This design comes from an exercise in tuning for a short achievable clock period and few clock cycles on the open sky130 flow, not from production work. The RTL was checked by simulation tests, not by an equivalence proof against the original design.

==> design/flow/design.v <==
`timescale 1ns / 1ps
module PC(input clk,input rst, 
	input [31:0]jump_address,
	input[31:0] alu_ou_result,
	input [31:0]alu_result,
	input [1:0]pc_source,
	input zero,
	input pcwrite ,
	input pcwrite_cond,
	output reg [31:0] pc_out
    );
	 wire pc_in;
	 assign pc_in=pcwrite||(zero&&pcwrite_cond);
	always@(posedge clk or posedge rst)begin
		if(rst)begin
			pc_out<=0;
		end
		else begin
			if(pc_in)begin
				case(pc_source)
					2'b00:pc_out<=pc_out+1;
					2'b01:pc_out<=alu_ou_result;
					2'b10:pc_out<=jump_address;
					default:pc_out<=alu_result;
				endcase
			end
		end
	end
endmodule
`timescale 1ns / 1ps
module Instruction_reg(input [31:0]instruction,
input IRwrite,
input clk,
input rst,
output reg[5:0]opcode,
output reg[5:0]func,
output reg[31:0]jump_address,
output reg[4:0]rs,
output reg[4:0]rt,
output reg[4:0]rd,
output reg[31:0]signextend
    );
always@(posedge clk or posedge rst)begin
	if(rst)begin
		opcode<=0;
		rs<=0;
		rt<=0;
		rd<=0;
		func<=0;
		jump_address<=0;
		signextend<=0;
	end	
	else begin
		if(IRwrite)begin
			opcode<=instruction[31:26];
			rs<=instruction[25:21];
			rt<=instruction[20:16];
			rd<=instruction[15:11];
			func<=instruction[5:0];
			jump_address<={16'b0, instruction[15:0]};
			signextend<= {{16{instruction[15]}}, instruction[15:0]};
		end	
	end 
end
endmodule
`timescale 1ns / 1ps
module memory_data_register(input [31:0]data_in,
	input clk,input rst,
	output reg [31:0]mdr_result
    );
	always@(posedge clk or posedge rst)begin
		if(rst)begin
			mdr_result<=0;
		end
		else
			mdr_result<=data_in;
	end
endmodule
`timescale 1ns / 1ps
module controlunit (
    input clk,
    input rst,
    input [5:0] opcode,
    output PCWrite,
    output IorD,
    output MemWrite,
    output IRWrite,
    output ALUSrcA,
    output [1:0] ALUSrcB,
    output [1:0] ALUOp,
    output MemtoReg,
    output RegWrite,
    output RegDst,
    output PCWriteCond,
    output MemRead,
    output [1:0] PCSource,
    output Branch
    );
  reg PCWrite_reg, IorD_reg, MemWrite_reg, IRWrite_reg, ALUSrcA_reg, MemtoReg_reg, RegWrite_reg, RegDst_reg, PCWriteCond_reg, MemRead_reg, Branch_reg;
  reg [1:0] PCSource_reg;
  reg [1:0] ALUSrcB_reg;
  reg [1:0] ALUOp_reg;
    reg [3:0] next_state, current_state;
    parameter IDLE = 4'b0000, FETCH = 4'b0001, DECODE = 4'b0010, RTYP1 = 4'b0011, RTYP2 = 4'b0100, LW = 4'b0101,
    LW1 = 4'b0110, LW2 = 4'b0111, SW = 4'b1000, SW1 = 4'b1001, BEQ = 4'b1010, JUMP = 4'b1011;
    always@(posedge clk or posedge rst)
    begin 
        if(rst)
            current_state <= IDLE;
        else
            current_state <= next_state;
    end
    always@(current_state or opcode) begin
        case(current_state)
            IDLE: next_state = FETCH;
            FETCH: next_state= DECODE;
            DECODE: 
                case(opcode)
                    6'b000000: next_state = RTYP1;
                    6'b100011: next_state = LW;
                    6'b101011: next_state = SW;
                    6'b000100: next_state = BEQ;
                    6'b001000: next_state = JUMP;
                    default: next_state = IDLE;
                endcase
            RTYP1: next_state = RTYP2;
            LW: next_state = LW1;
            LW1: next_state = LW2;
            SW: next_state = SW1;
            SW1: next_state = IDLE;
            LW2: next_state = IDLE;
            RTYP2: next_state = IDLE;
            BEQ: next_state = IDLE;
            JUMP: next_state = IDLE;
            default: next_state = IDLE;
        endcase
    end
    always@(current_state)
    begin
            PCWrite_reg = 0;
            IorD_reg = 0;
            MemWrite_reg = 0;
            IRWrite_reg = 0;
            ALUSrcA_reg = 0;
            ALUSrcB_reg = 0;
            ALUOp_reg = 0;
            MemtoReg_reg = 0;
            RegWrite_reg = 0;
            RegDst_reg = 0;
            PCWriteCond_reg = 0;
            MemRead_reg = 0;
            PCSource_reg = 0;
            Branch_reg = 0;
        case(current_state)
            FETCH: begin
                PCWrite_reg = 1;
                IRWrite_reg = 1;
                ALUSrcB_reg = 2'b01;
					 MemRead_reg=1;
            end
            DECODE: begin
                ALUSrcB_reg = 2'b11;
            end
            RTYP1: begin
                ALUSrcA_reg = 1;
                ALUOp_reg = 2'b10;
            end
            RTYP2: begin
                RegDst_reg = 1;
                RegWrite_reg = 1;
            end
            LW, SW: begin
                ALUSrcA_reg = 1;
                ALUSrcB_reg = 2'b10;
            end
            LW1: begin
                IorD_reg = 1;
                MemRead_reg = 1;
            end
            LW2: begin
                MemtoReg_reg = 1;
                RegWrite_reg = 1;
            end
            SW1: begin
                IorD_reg = 1;
                MemWrite_reg = 1;
            end
            BEQ: begin
                ALUSrcA_reg = 1;
                ALUOp_reg = 2'b01;
                PCSource_reg = 2'b01;
                PCWriteCond_reg = 1;
                Branch_reg = 1;
            end
            JUMP: begin
                PCSource_reg = 2'b10;
                PCWrite_reg = 1;
            end
        endcase
    end
    assign PCWrite = PCWrite_reg;
    assign IorD = IorD_reg;
    assign MemWrite = MemWrite_reg;
    assign IRWrite = IRWrite_reg;
    assign ALUSrcA = ALUSrcA_reg;
    assign ALUSrcB = ALUSrcB_reg;
    assign ALUOp = ALUOp_reg;
    assign MemtoReg = MemtoReg_reg;
    assign RegWrite = RegWrite_reg;
    assign RegDst = RegDst_reg;
    assign PCWriteCond = PCWriteCond_reg;
    assign MemRead = MemRead_reg;
    assign PCSource = PCSource_reg;
    assign Branch = Branch_reg;
endmodule
module Registers( input clk,input rst,
	input [4:0]rs,
	input [4:0]rt,
	input [4:0]rd,	
	input regdst,
	input regwrite,
	input memtoreg,
	input[31:0] alu_ou_result,
	input[31:0]mdr_result,
	output reg[31:0]rs_data,
	output reg[31:0]rt_data
    );
	reg [31:0] register [9:0];
	wire [4:0] wa = regdst ? rd : rt;
	always@(*)begin
		if(rst)begin
			rs_data=0;
			rt_data=0;
		end
		else begin
			rs_data=(rs<5'd10)?register[rs]:32'b0;
			rt_data=(rt<5'd10)?register[rt]:32'b0;
		end
	end
	always@(posedge clk)begin
		if(regwrite && wa<5'd10)begin
			if(memtoreg)begin
				register[wa]<=mdr_result;
			end
			else
				register[wa]<=alu_ou_result;
		end
	end
endmodule
module registerA(input clk,input rst, input [31:0]rs_data,
	output reg[31:0]A_out
    );
	always@(posedge clk or posedge rst)begin
		if(rst)
			A_out<=0;
		else
			A_out<=rs_data;
	end
endmodule
module registerB(input clk,input rst, input [31:0]rt_data,
	output reg[31:0]B_out
    );
	always@(posedge clk or posedge rst)begin
		if(rst)
			B_out<=0;
		else
			B_out<=rt_data;
	end
endmodule
module Alu_Control(input clk,input rst,
	input [5:0]func,
	input[1:0]alu_op,
	output reg[3:0] alu_control
    );
	always @(*) begin
    if (rst) begin
        alu_control = 4'b0000;
    end
    else begin
        case (alu_op)
            2'b10: case (func)
                6'b000000: alu_control = 4'b0010;
                6'b000001: alu_control = 4'b0110;
                6'b000010: alu_control = 4'b0000;
                default: alu_control = 4'b0010;
            endcase
            2'b01: alu_control = 4'b0110;
            2'b11: alu_control = 4'b0010;
            default: alu_control = 4'b0010;
        endcase
    end
end
endmodule
module ALU(alu_result,zero,clk,inputA,inputB,signextend,pc,alu_control,alu_src_A,alu_src_B);
  output reg [31:0] alu_result;
  output reg zero;
  input clk;
  input wire [31:0] inputA,inputB;
  input wire [31:0] signextend;
  input wire [31:0]pc;
  input wire [3:0] alu_control;
  input wire alu_src_A;
  input wire [1:0]alu_src_B;
 reg [31:0] input1,input2;
  always@(*)begin
	if(alu_src_A)
		input1=inputA;
	else
		input1=pc;
  end
  always@(*)begin
	case(alu_src_B)
		2'b00:input2=inputB;
		2'b01:input2=1;
		default:input2=signextend;
	endcase	
  end
  always @(*)
      begin
          case (alu_control)
          4'b0010: alu_result = input1 + input2; 
          4'b0110: alu_result = input1 - input2; 
          4'b0000: alu_result = input1 & input2; 
          4'b0001: alu_result = input1 | input2; 
          4'b1100: alu_result = ~(input1 | input2); 
          4'b1001: alu_result = input2 << input1 ; 
          default: alu_result = input1 + input2;
       endcase
      end
  always@(alu_result)       
    begin
      if(alu_result == 32'h0000_0000)
            zero = 1'b1;
        else
            zero = 1'b0;
    end
endmodule
`timescale 1ns / 1ps
module ALUreg(input[31:0]alu_result,
	input clk,input rst,
	output reg[31:0]alu_ou_result
    );
	always@(posedge clk or posedge rst)begin
		if(rst)
			alu_ou_result<=0;
		else
			alu_ou_result<=alu_result;
	end
endmodule
`timescale 1ns / 1ps
module Integration(input clk,
	 input rst,
	 output [31:0]mem_addr,
	 output [31:0]mem_wdata,
	 output mem_we,
	 input [31:0]mem_rdata
 );
 	wire [5:0]func;
	wire [31:0]signextend;
	wire [31:0]rs_data;
	wire [31:0]rt_data;
	 wire [31:0]mdr_result;
	 wire [31:0]A_out;
	  wire [31:0]B_out;
	  wire [31:0]alu_ou_result;
	   wire[3:0]alu_control;
	 wire zero;
	 wire [31:0]instruction;
	 wire [31:0]pc_out;
	 wire [31:0]jump_address;
	 wire [31:0]alu_result;
	 wire [5:0] opcode;
	 wire [4:0] rs;
	 wire [4:0] rt;
	 wire [4:0] rd;
	 wire PCWrite;
	 wire IorD;
	 wire MemWrite;
	 wire IRWrite;
	 wire ALUSrcA;
	 wire [1:0] ALUSrcB;
	 wire [1:0] ALUOp;
	 wire MemtoReg;
	 wire RegWrite;
	 wire RegDst;
	 wire PCWriteCond;
	 wire MemRead;
	 wire [1:0] PCSource;
	 wire Branch;
	assign instruction = mem_rdata;
	assign mem_addr = IorD ? alu_ou_result : pc_out;
	assign mem_wdata = B_out;
	assign mem_we = MemWrite;
PC pc (
    .clk(clk), 
    .rst(rst), 
    .jump_address(jump_address),
    .alu_ou_result(alu_ou_result),
    .alu_result(alu_result),
    .pc_source(PCSource), 
    .zero(zero),
    .pcwrite(PCWrite), 
    .pcwrite_cond(PCWriteCond),
    .pc_out(pc_out)
    );
	Instruction_reg IR (
    .instruction(instruction), 
    .IRwrite(IRWrite), 
    .clk(clk), 
    .rst(rst), 
    .opcode(opcode), 
    .func(func), 
    .jump_address(jump_address), 
    .rs(rs), 
    .rt(rt), 
    .rd(rd), 
    .signextend(signextend)
    );
	 memory_data_register mdr (
    .data_in(mem_rdata), 
    .clk(clk), 
    .rst(rst), 
    .mdr_result(mdr_result)
    );
	 controlunit control (
    .clk(clk), 
    .rst(rst), 
    .opcode(opcode), 
    .PCWrite(PCWrite), 
    .IorD(IorD), 
    .MemWrite(MemWrite), 
    .IRWrite(IRWrite), 
    .ALUSrcA(ALUSrcA), 
    .ALUSrcB(ALUSrcB), 
    .ALUOp(ALUOp), 
    .MemtoReg(MemtoReg), 
    .RegWrite(RegWrite), 
    .RegDst(RegDst), 
    .PCWriteCond(PCWriteCond), 
    .MemRead(MemRead), 
    .PCSource(PCSource), 
    .Branch(Branch)
    );
	Registers registermem (
    .clk(clk), 
    .rst(rst), 
    .rs(rs), 
    .rt(rt), 
    .rd(rd), 
    .regdst(RegDst), 
    .regwrite(RegWrite), 
    .memtoreg(MemtoReg), 
    .alu_ou_result(alu_ou_result), 
    .mdr_result(mdr_result), 
    .rs_data(rs_data), 
    .rt_data(rt_data)
    );
	 registerA Areg (
    .clk(clk), 
    .rst(rst), 
    .rs_data(rs_data), 
    .A_out(A_out)
    );
	 registerB Breg (
    .clk(clk), 
    .rst(rst), 
    .rt_data(rt_data), 
    .B_out(B_out)
    );
	Alu_Control alu_cont(
    .clk(clk), 
    .rst(rst), 
    .func(func), 
    .alu_op(ALUOp), 
    .alu_control(alu_control)
    );
	ALU alu (
    .alu_result(alu_result), 
    .zero(zero), 
	 .clk(clk),
    .inputA(A_out), 
    .inputB(B_out), 
    .signextend(signextend), 
    .pc(pc_out), 
    .alu_control(alu_control), 
    .alu_src_A(ALUSrcA), 
    .alu_src_B(ALUSrcB)
    );
	 ALUreg alureg (
    .alu_result(alu_result), 
    .clk(clk), 
    .rst(rst), 
    .alu_ou_result(alu_ou_result)
    );
endmodule
==> design/flow/run.sh <==
#!/bin/bash
# synth_recipe.tcl (not shown) runs the flow's synth.tcl, then flattens the netlist and writes it again
# the make line also repeats each setting of config.mk as NAME=value (left out here)
make -C /OpenROAD-flow-scripts/flow DESIGN_CONFIG=/design/flow/config.mk WORK_HOME=/design/flow/orfs CLKGATE_MAP_FILE= SYNTH_SCRIPT=/design/flow/synth_recipe.tcl finish
==> design/flow/config.mk <==
export PLATFORM = sky130hd
export DESIGN_NAME = Integration
export DESIGN_NICKNAME = Integration
export VERILOG_FILES = /design/flow/design.v
export SDC_FILE = /design/flow/constraint.sdc
export NUM_CORES = 4
export LEC_CHECK = 0
export CAP_MARGIN = 20
export CORE_MARGIN = 2
export CORE_UTILIZATION = 40
export SLEW_MARGIN = 20
==> design/flow/constraint.sdc <==
create_clock -name core_clock -period 8.0 [get_ports {clk}]
set_input_delay 1.6000 -clock core_clock [delete_from_list [all_inputs] [get_ports {clk}]]
set_output_delay 1.6000 -clock core_clock [all_outputs]
set_load 0.01 [all_outputs]
==> notes.md <==
## area by class of cell
class / count / area (sq um)
clock buffers: 70 / 1478
clock inverters: 25 / 316.6
fillers: 5972 / 36150
inverters: 46 / 176.4
multi-input cells: 1445 / 12300
flip-flops and latches: 516 / 14530
well taps: 873 / 1092
repair buffers: 160 / 1471
## synth_stat cells (all sizes together), types with 6 or more instances
master,n
a22oi,14
a22o,7
a21o,17
o21a,12
xor2,21
nand2b,13
mux4,128
a221oi,10
o2111ai,7
a31oi,12
o32ai,11
mux2,102
a211oi,137
and2,8
nor2b,75
nor2,97
o31ai,16
xnor2,32
nand3,25
ha,38
nand4,14
nand2,125
o22ai,24
nor3b,10
inv,45
o31a,6
or3,9
buf,52
and3,20
clkbuf,91
a2111oi,6
nor4,17
mux2i,101
edfxtp,320
dfrtp,196
a21oi,101
nor3,32
o21ai,123
## registers in the layout, summed over array words and instances, names as in the netlist
register,flops
mdr.mdr_result,32
Breg.B_out,32
IR.rt,5
Areg.A_out,32
control.current_state,4
IR.signextend,11
IR.rd,5
alureg.alu_ou_result,32
pc.pc_out,32
IR.opcode,6
IR.rs,5
registermem.register,320
## layout by cell type, fill, tap and decap left out, types with 98 or more instances in the layout
master	count
sky130_fd_sc_hd__edfxtp_1	320
sky130_fd_sc_hd__nand2_1	124
sky130_fd_sc_hd__a21oi_1	100
sky130_fd_sc_hd__mux2_2	102
sky130_fd_sc_hd__o21ai_0	118
sky130_fd_sc_hd__dfrtp_1	188
sky130_fd_sc_hd__mux2i_1	100
sky130_fd_sc_hd__clkdlybuf4s50_1	98
sky130_fd_sc_hd__mux4_2	128
sky130_fd_sc_hd__a211oi_1	137
## layer usage
layer	track usage [%]	up-vias	wire length, um
met3	3.567	133	5727
met5	0	-	0
met1	34.41	9972	37570
met2	39.36	722	41020
li1	-	8571	-
met4	7.394	0	2468
## stage by stage
| stage | setup slack (ns) | std cells | TNS, ns | hold slack [ns] | util, % |
|---|---|---|---|---|---|
| 5_1_grt | 0.1554 | 3135 | 0 | 0.5747 | 46.45 |
| 4_1_cts | 0.6418 | 3135 | 0 | 0.5573 | 46.45 |
| 2_1_floorplan | -0.7058 | 2150 | -20.09 | 0.4818 | - |
| 3_3_place_gp | 0.5888 | 3040 | 0 | 0.5136 | 43.80 |
| 3_5_place_dp | 0.7219 | 3040 | 0 | 0.5433 | 43.80 |
| 6_report | 0.5789 | 3135 | 0 | 0.5545 | 46.45 |
## cells by family (layout without fill, tap and decap cells)
kind of cell	after synthesis	count (layout)	share of synthesized area, %
AO/OA/AOI/OAI	553	553	13.65
multiplexers	331	331	18.42
flip-flops	516	516	52.97
adder cells (fa/ha/maj)	39	39	1.808
AND/OR/NAND/NOR	469	469	8.713
XOR/XNOR	53	53	1.694
buffers and inverters	189	301	2.744
## worst paths after layout
check / from / to
setup / recovery: control.current_state[0] / pc.pc_out[18]
hold / removal: IR.opcode[5] / IR.opcode[5]
setup reg to reg: control.current_state[0] / pc.pc_out[18]
hold reg to reg: IR.opcode[5] / IR.opcode[5]
max in group asynchronous: rst / IR.rs[0]
min in group asynchronous: rst / mdr.mdr_result[15]
==> reports/results.ini <==
[status]
outcome = timing/DRC/antenna clean

[layout]
antennaDiodeCount = 0
postLayoutCellArea_sq_um = 31360
drive_gt1_share_pct = 19.05
area_growth_syn_to_layout_pct = 14.46
finish.net_count = 2293

[synthesis]
synthesis.area_per_instance_sq_um = 12.74
synth_top_area_share_pct = 35.07
async_reset_ff_share_pct = 37.98
synthFlopType = sky130_fd_sc_hd__edfxtp_1
synth-warning-count = 10
number_of_enable_flip_flop_cells_after_synthesis = 320
post-synth-top-area-cell = sky130_fd_sc_hd__edfxtp_1
postSynthRegisterBits = 516
synth_cell_types = 86
ys_top_cells_by_area = sky130_fd_sc_hd__edfxtp_1, sky130_fd_sc_hd__dfrtp_1, sky130_fd_sc_hd__mux4_2
post_synth_inst_count = 2150
mappedNetlistNets = 2223
ys_seq_area_share_pct = 52.97
synth.cell_area_sq_um = 27400

[placement]
place.port_buffers = 98
gpl.final_weighted_congestion = 0.9406
dp.final_hpwl_um = 60230
placed_area_sq_um = 29570

[routing]
detail_route.first_pass.iterations = 5
antenna_violating_nets_post_route = 0
routed_via_count = 19400
drt-total-wl_um = 86790
routed_via_density = 6.188
post_drt_wl_per_cell_um = 27.68
route.detailed.drc = 0
drt_first_iter_violations = 1880

[global_route]
grt-ovfl-total = 0
grt_pass1_wl_um = 129000
initial_antenna_violation_count = 0
grt_use_total_pct = 24.45
grt_start_max_net_pins = 77
number_of_global_route_vias_before_repair = 19460

[setup_path]
reg2regPathDepth = 28
cp_common_cell = sky130_fd_sc_hd__o21ai_0
worstPathMaxFanout = 14
arrival_ns = 7.92
critical_path.top_delay_family = compound AO/OA/AOI/OAI gates
setup.worst_path.class = reg2reg
timing.critical_path.slowest_cell_delay_ns = 0.45
critPathRequiredTime_ns = 8.50
setup.worst_path.end_class = register
cp_slowest_cell = sky130_fd_sc_hd__ha_1
timing.reg2reg.setup_slack_ns = 0.58
critical_path.n_buffers_inverters = 3
depth_of_the_critical_timing_path_with_buffers_and_inverters_included = 28
critical_path.startpoint_type = register

[sta]
timing.final.max_slew_violations = 0
rsz_0062_raised_after_global_routing = false
final.min_clock_period_ns = 7.421
timing.slew.headroom_pct = 33.78
maxClockFrequency_mhz = 134.8
worst_slew_pin_slew_ns = 0.9829
final.period_utilization_pct = 92.76
fin_worst_skew_ns = 0.01652
hold_viol = 0
finalSetupViolations = 0

[clocking]
h-tree-depth = 2
clk_path_buf_depth = 3
tritoncts = done
postCtsResizedCells = 0
cts_buffers = 51
clk_latency_ns = 0.62
post_cts_hold_buffer_count = 0
clk_root_buffer_cell = sky130_fd_sc_hd__clkbuf_16
post-cts-setup-buffer-count = 0
cts.sink_count = 516
clk_transition_reported_paths_ns = 0.07

[floorplanning]
die_h_um = 265.7
die_area_sq_um = 70610
fp.dieW_um = 265.7
placement_rows = 95
io_pins = 99
coreArea_sq_um = 67510
floorplan.initialDensity_pct = 40.58

[worst_hold_path]
holdCritPathClass = reg2reg
worstHoldPathCells = 1

[run]
number_of_maximum_capacitance_constraint_violations = 0

Testbench counts, summed over its fixed seeds: cycles 33,587.

-- what the ideal ports hide --
How much do the figures lean on ideal ports? The routed layout below was timed once more, with nothing changed but the port constraints. Step 1, drivers: a clkbuf_16 drives clk and a buf_2 each remaining input, both assumed. Step 2 moves the port delays by t, midway between the first and last clock arrival at a register: inputs arrive t later, outputs are due t later. That takes back most of the time a late clock gives input paths. Three values: ideal, step 1, step 2; two values: the first two.
t, ns: 0.673
slack for setup (ns): 0.579 / 0.579 / 0.579
worst register clock-pin slew, ns: 0.07 / 0.07
worst slew at a driven data input, ns: 0.05
cell pins on the clock port's net: 1
After both steps this run still meets setup and hold. For this run, drivers alone change the setup slack by 0.000 ns; drivers and shift together by 0.000 ns.
